This is an optimization exercise on Yosys and OpenROAD, whose aim is small area and a short achievable clock period, not a production implementation. Where RTL was checked, it was by simulation tests only, not by an equivalence proof against the original. The clock port is modelled as an ideal driver, which makes a skipped or thinned clock tree look cheaper than it is; a real chip needs a root buffer or a tree. Power and IR drop assume default switching activity.

// Kernel
module Kernel(
    input  [7:0]  pixel_in,
    input         clk,
    input         rst_n,
    input         rst_clk,
    output [31:0] z_out,
    output        slow_clk_out
);
Size in the first run: roughly 320 cells after synthesis, ~44 I/O pins.
clock: 3.0 ns
lec_check: 0
cap_margin: 20
core_margin: 2
core_utilization: 55
place_density: 0.65
setup_slack_margin: 1.6
slew_margin: 20
standard.sh (not shown) runs the stock make flow with config.mk's settings and CLKGATE_MAP_FILE= SYNTH_SCRIPT=/design/flow/synth_recipe.tcl, a recipe that flattens the netlist after the stock synthesis.
==> flow/flow/run.sh <==
#!/bin/bash
# The standard layout (standard.sh), with these changes:
#  - clock tree: flow/cts8.tcl (PRE_CTS_TCL) replaces TritonCTS (see there);
#  - buf_2 port buffers; one tie cell for the constant outputs;
#  - after the standard synthesis, fixfa.py flips full adders that Yosys
#    built with inverted inputs and outputs back to true polarity (same
#    function, fewer inverters); registers are untouched.
# make's output goes to flow_*.log here; each step's log is under orfs/logs.
set -euo pipefail
ARGS=(
  "PRE_CTS_TCL=$PWD/flow/cts8.tcl"
  "BUFFER_PORTS_ARGS=-buffer_cell sky130_fd_sc_hd__buf_2"
  SKIP_REPAIR_TIE_FANOUT=1
)
R=orfs/results/sky130hd/Kernel/base
bash standard.sh "${ARGS[@]}" synth > flow_synth.log 2>&1
python3 flow/fixfa.py $R/1_2_yosys.v $R/1_2_yosys_fixfa.v > fixfa.log 2>&1
cp $R/1_2_yosys.v $R/1_2_yosys_orig.v
mv $R/1_2_yosys_fixfa.v $R/1_2_yosys.v
bash standard.sh "${ARGS[@]}" finish > flow_finish.log 2>&1
Other scripts of this flow, unchanged in this note and not shown: flow/flow/cts8.tcl, flow/flow/fixfa.py
The starting point produced a clean layout.
Change:
Settings changed: ABC_AREA set to 1, CORE_UTILIZATION 55 to 65, PLACE_DENSITY 0.65 to 0.75.
The new run finished with timing, DRC and antenna clean.
First-iteration DRC count goes up by 100%.
Worst hold slack improved by 0.0039 ns.
Final area goes up by 1.4%.
Combinational power is about the same.
Worst setup slack got worse by 0.031 ns.
Sequential power stays flat.
Total power hardly moves.
Via count goes up by 9.8%.
Change:
--- a/flow/flow/run.sh
+++ b/flow/flow/run.sh
@@ -17 +17 @@
-python3 flow/fixfa.py $R/1_2_yosys.v $R/1_2_yosys_fixfa.v > fixfa.log 2>&1
+python3 flow/fixfa.py --split $R/1_2_yosys.v $R/1_2_yosys_fixfa.v > fixfa.log 2>&1
Settings changed: ABC_AREA 1 to unset.
Effect:
- The changed run produced a clean layout
- routed wire length goes down by 1.4%
- setup slack degrades by 0.019 ns
- power is higher by 0.34%
- critical path depth does not change
Change:
--- a/flow/flow/run.sh
+++ b/flow/flow/run.sh
@@ -17 +17 @@
-python3 flow/fixfa.py --split $R/1_2_yosys.v $R/1_2_yosys_fixfa.v > fixfa.log 2>&1
+python3 flow/fixfa.py $R/1_2_yosys.v $R/1_2_yosys_fixfa.v > fixfa.log 2>&1
Settings changed: SETUP_SLACK_MARGIN 1.6 to 1.65.
=> Routed wire length is lower by 2.7%; worst setup slack improved by 0.032 ns; power is about the same; cell count shrinks by 5.6%; clock power hardly moves; final area rises by 0.41%.
In every run of this note, the design's own scripts or RTL, not TritonCTS, make the clock network.

* * *

run A:
Kernel, a different RTL version from the one above (not shown whole).
Size: roughly 370 cells after synthesis, ~5200 um^2 of cells after synthesis.
==> flow/config.mk <==
export PLATFORM = sky130hd
export DESIGN_NAME = Kernel
export DESIGN_NICKNAME = Kernel
export VERILOG_FILES = /design/flow/design.v
export SDC_FILE = /design/flow/constraint.sdc
export NUM_CORES = 4
export LEC_CHECK = 0
export CAP_MARGIN = 20
export CORE_MARGIN = 2
export CORE_UTILIZATION = 40
export SETUP_SLACK_MARGIN = 1.4
export SLEW_MARGIN = 20
==> flow/constraint.sdc <==
create_clock -name core_clock -period 3.0 [get_ports {clk}]
set_input_delay 0.6000 -clock core_clock [delete_from_list [all_inputs] [get_ports {clk}]]
set_output_delay 0.6000 -clock core_clock [all_outputs]
set_load 0.01 [all_outputs]
==> flow/flow/run.sh <==
#!/bin/bash
set -euo pipefail
bash standard.sh \
  "CTS_ARGS=-sink_clustering_enable -repair_clock_nets -dont_use_dummy_load -buf_list sky130_fd_sc_hd__clkbuf_16 -root_buf sky130_fd_sc_hd__clkbuf_16" \
  "BUFFER_PORTS_ARGS=-buffer_cell sky130_fd_sc_hd__buf_2" \
  SKIP_REPAIR_TIE_FANOUT=1 \
  finish > flow.log 2>&1
The inputs of run H differ from those of run A as listed below.
==> flow/flow/run.sh <==
#!/bin/bash
set -euo pipefail
bash standard.sh \
  "CTS_ARGS=-sink_clustering_enable -repair_clock_nets -dont_use_dummy_load -buf_list sky130_fd_sc_hd__clkbuf_8 -root_buf sky130_fd_sc_hd__clkbuf_16" \
  "BUFFER_PORTS_ARGS=-buffer_cell sky130_fd_sc_hd__buf_2" \
  SKIP_REPAIR_TIE_FANOUT=1 \
  finish > flow.log 2>&1
## What came out
Re first-pass GRT wire length: run H is about 2.3% down on run A.
Run A has a higher wire length than run H.
Run A has lower part of the total power dissipated in combinational logic than run H.
Compared run H vs run A, and pin slew with the least headroom to its limit is down in run H.
Function was not checked in any run of this note: the RTL went through the layout flow alone.

* * *

The RTL this note starts from:
==> flow/design.v <==
module fa(input a, input b, input c, output s, output co);
    assign s  = a ^ b ^ c;
    assign co = (a & b) | (c & (a ^ b));
endmodule
module add2(input [1:0] a, input [1:0] b, input ci, output [1:0] s, output co);
    wire c0;
    fa f0 (.a(a[0]), .b(b[0]), .c(ci), .s(s[0]), .co(c0));
    fa f1 (.a(a[1]), .b(b[1]), .c(c0), .s(s[1]), .co(co));
endmodule
module Kernel(
    input  [7:0]  pixel_in,
    input         clk,
    input         rst_n,
    input         rst_clk,
    output [31:0] z_out,
    output        slow_clk_out
);
    reg [2:0] j;
    reg       j2;
    always @(posedge clk or negedge rst_clk) begin
        if (!rst_clk) j <= 3'b000;
        else          j <= {j[1], j[0], ~j2};
    end
    always @(posedge clk) j2 <= j[1] & rst_clk;
    assign slow_clk_out = j[2];
    wire c5_nx = j[0] & ~j[1];       
    reg  slot;                       
    always @(posedge clk) slot <= c5_nx;
    wire at_c1 = j[1] & ~j[0];       
    reg rst_seen, rst_prev;
    wire seen_nx = ~rst_n | (rst_seen & ~slot);
    wire prev_nx = slot ? rst_seen : rst_prev;
    wire kill_nx = seen_nx | (prev_nx & ~c5_nx);
    always @(posedge clk) begin
        rst_seen <= seen_nx;
        rst_prev <= prev_nx;
    end
    reg [3:0] n;                     
    always @(posedge clk) begin
        if (!rst_n)                  n <= 4'd0;
        else if (slot && n != 4'd13) n <= n + 4'd1;
    end
    wire v_lane = rst_n & ~j2 & (n >= 4'd6);
    wire v_reg  = rst_n & j2 & j[0] & (n >= 4'd7);
    wire w_lane = rst_n & ~j2 & (n >= 4'd12);
    wire w_reg  = rst_n & j2 & j[0] & (n >= 4'd13);
    reg [3:0] ev;
    reg [6:0] od;
    always @(posedge clk) begin
        if (slot) begin
            ev[3:1] <= {pixel_in[6], pixel_in[4], pixel_in[2]};
            od[6:4] <= {pixel_in[7], pixel_in[5], pixel_in[3]};
            od[2:0] <= 3'b000;
        end else begin
            ev[3:1] <= {1'b0, ev[3:2]};
            od[6:4] <= {1'b0, od[6:5]};
            od[2:0] <= od[3:1];
        end
        ev[0] <= slot ? pixel_in[0] : ev[1];
        od[3] <= slot ? pixel_in[1] : od[4];
    end
    wire [1:0] x1 = {od[3], ev[0]};      
    wire [1:0] x2 = {ev[0], od[2]};      
    reg [70:1] lane;
    always @(posedge clk) lane <= {lane[69:1], j2 ? ev[0] : od[0]};
    reg [1:0] hb [1:12];                 
    integer k;
    always @(posedge clk) begin
        if (at_c1) begin
            hb[1] <= {od[5], ev[2]};
            for (k = 2; k <= 12; k = k + 1) hb[k] <= hb[k-1];
        end
    end
    reg [1:0] v, w;
    always @(posedge clk) begin
        v <= ({2{v_lane}} & {lane[30], lane[33]}) | ({2{v_reg}} & hb[6]);
        w <= ({2{w_lane}} & {lane[66], lane[69]}) | ({2{w_reg}} & hb[12]);
    end
    reg v_lo, w_lo;
    wire [1:0] v2 = {v[0], v_lo};
    wire [1:0] w2 = {w[0], w_lo};
    wire [1:0] r, s, q, s1, c1, t2in, z;
    wire       r_co, s_co, q_co, s1_co, c1_co, t2_co, z_co;
    reg        r_cy, s_cy, q_cy, s1_cy, c1_cy, t2_cy, z_cy;
    reg  [1:0] r_q, r_qq, s_q, q_q, s1_q;
    reg  [9:0] t3, t2;               
    add2 a_r  (.a(v),    .b(w2),   .ci(r_cy),  .s(r),    .co(r_co));
    add2 a_s  (.a(v2),   .b(w),    .ci(s_cy),  .s(s),    .co(s_co));
    add2 a_q  (.a(r_q),  .b(t2[9:8]), .ci(q_cy),  .s(q),    .co(q_co));
    add2 a_s1 (.a(s_q),  .b(t3[9:8]), .ci(s1_cy), .s(s1),   .co(s1_co));
    add2 a_c1 (.a(x2),   .b(r_qq), .ci(c1_cy), .s(c1),   .co(c1_co));
    add2 a_t2 (.a(x1),   .b(s1_q), .ci(t2_cy), .s(t2in), .co(t2_co));
    add2 a_z  (.a(x2),   .b(q_q),  .ci(z_cy),  .s(z),    .co(z_co));
    always @(posedge clk or negedge rst_n) begin
        if (!rst_n) begin
            v_lo <= 1'b0;  w_lo <= 1'b0;
            r_cy <= 1'b0;  s_cy <= 1'b0;  q_cy <= 1'b0;  s1_cy <= 1'b0;
            r_q  <= 2'b00; r_qq <= 2'b00; s_q <= 2'b00; q_q <= 2'b00; s1_q <= 2'b00;
        end else begin
            v_lo <= v[1];  w_lo <= w[1];
            r_cy <= r_co;  s_cy <= s_co;  q_cy <= q_co;  s1_cy <= s1_co;
            r_q  <= r;     r_qq <= r_q;   s_q <= s;      q_q <= q;      s1_q <= s1;
        end
    end
    always @(posedge clk) begin
        c1_cy <= c1_co;  t2_cy <= t2_co;  z_cy <= z_co;
        t3[7:0] <= {t3[5:0], c1};
        t3[9:8] <= t3[7:6] & {2{~kill_nx}};
        t2[7:0] <= {t2[5:0], t2in};
        t2[9:8] <= t2[7:6] & {2{~kill_nx}};
    end
    reg [9:0]  zs;      
    reg [11:0] zr;
    wire [1:0] ztop = {q_q[1] ^ (q_q[0] & z_cy), q_q[0] ^ z_cy};
    always @(posedge clk) begin
        zs <= {z, zs[9:2]};
        if (!rst_n)    zr <= 12'd0;
        else if (slot) zr <= rst_seen ? 12'd0 : {ztop, zs};
    end
    assign z_out = {20'd0, zr};
endmodule
==> flow/config.mk <==
export PLATFORM = sky130hd
export DESIGN_NAME = Kernel
export DESIGN_NICKNAME = Kernel
export VERILOG_FILES = /design/flow/design.v
export SDC_FILE = /design/flow/constraint.sdc
export NUM_CORES = 4
export LEC_CHECK = 0
export CAP_MARGIN = 20
export CORE_MARGIN = 2
export CORE_UTILIZATION = 62
export PLACE_DENSITY = 0.72
export SETUP_SLACK_MARGIN = 1.58
export SLEW_MARGIN = 20
==> flow/constraint.sdc <==
create_clock -name core_clock -period 3.0 [get_ports {clk}]
set_input_delay 0.6000 -clock core_clock [delete_from_list [all_inputs] [get_ports {clk}]]
set_output_delay 0.6000 -clock core_clock [all_outputs]
set_load 0.01 [all_outputs]
==> flow/flow/run.sh <==
#!/bin/bash
# The standard layout (standard.sh), with these changes:
#  - clock tree: flow/cts8.tcl (PRE_CTS_TCL) replaces TritonCTS (see there);
#  - buf_2 port buffers; one tie cell for the constant outputs;
#  - after the standard synthesis, fixfa.py flips full adders that Yosys
#    built with inverted inputs and outputs back to true polarity (same
#    function, fewer inverters); registers are untouched.
# make's output goes to flow_*.log here; each step's log is under orfs/logs.
set -euo pipefail
ARGS=(
  "PRE_CTS_TCL=$PWD/flow/cts8.tcl"
  "BUFFER_PORTS_ARGS=-buffer_cell sky130_fd_sc_hd__buf_2"
  SKIP_REPAIR_TIE_FANOUT=1
)
R=orfs/results/sky130hd/Kernel/base
bash standard.sh "${ARGS[@]}" synth > flow_synth.log 2>&1
python3 flow/fixfa.py $R/1_2_yosys.v $R/1_2_yosys_fixfa.v > fixfa.log 2>&1
cp $R/1_2_yosys.v $R/1_2_yosys_orig.v
mv $R/1_2_yosys_fixfa.v $R/1_2_yosys.v
bash standard.sh "${ARGS[@]}" finish > flow_finish.log 2>&1
Other scripts of this flow, unchanged in this note and not shown: flow/flow/cts8.tcl, flow/flow/fixfa.py
Edit:
- CORE_UTILIZATION: 62 -> 70
- PLACE_DENSITY: 0.72 -> 0.8
- SETUP_SLACK_MARGIN: 1.58 -> 1.62
Effect:
- synthesized area stays the same
- design area went up slightly
- final cell count goes down slightly
- global-route usage increases by 2.9 points
- register-to-register slack is about the same
No functional check of the RTL was part of any run of this note. In every run of this note, the design's own scripts or RTL, not TritonCTS, make the clock network.

[separate check: timing with driven ports]
No port has a modelled driver above. Below, the same layouts with a new extraction and two added sets of constraints.
Step 1 assumes that a clkbuf_16 drives the clock port and a buf_2 every other input.
Step 2 times the ports against the registers' clock, not the clock port: input delays grow and output delays shrink by t, the midpoint of the rising clock arrivals with the driver on.
Three values: no drivers, after step 1, after step 2; two values: the first two.
run	shift t [ns]	setup slack, ns	clock arrival spread, ns	cell pins on the clock port's net
the first run of note 1	0.341	1.630 / 1.569 / 1.459	0.016 / 0.016	4
the second run of note 1	0.339	1.599 / 1.541 / 1.476	0.011 / 0.011	4
the third run of note 1	0.342	1.580 / 1.523 / 1.402	0.022 / 0.022	4
the fourth run of note 1	0.338	1.613 / 1.578 / 1.435	0.011 / 0.011	4
run A	0.444	1.474 / 1.441 / 1.439	0.021 / 0.020	1
run H	0.396	1.476 / 1.472 / 1.445	0.034 / 0.033	1
the first run of note 3	0.343	1.611 / 1.547 / 1.453	0.011 / 0.011	4
the second run of note 3	0.342	1.625 / 1.566 / 1.483	0.015 / 0.016	4
After both steps setup and hold are still met in every run listed.
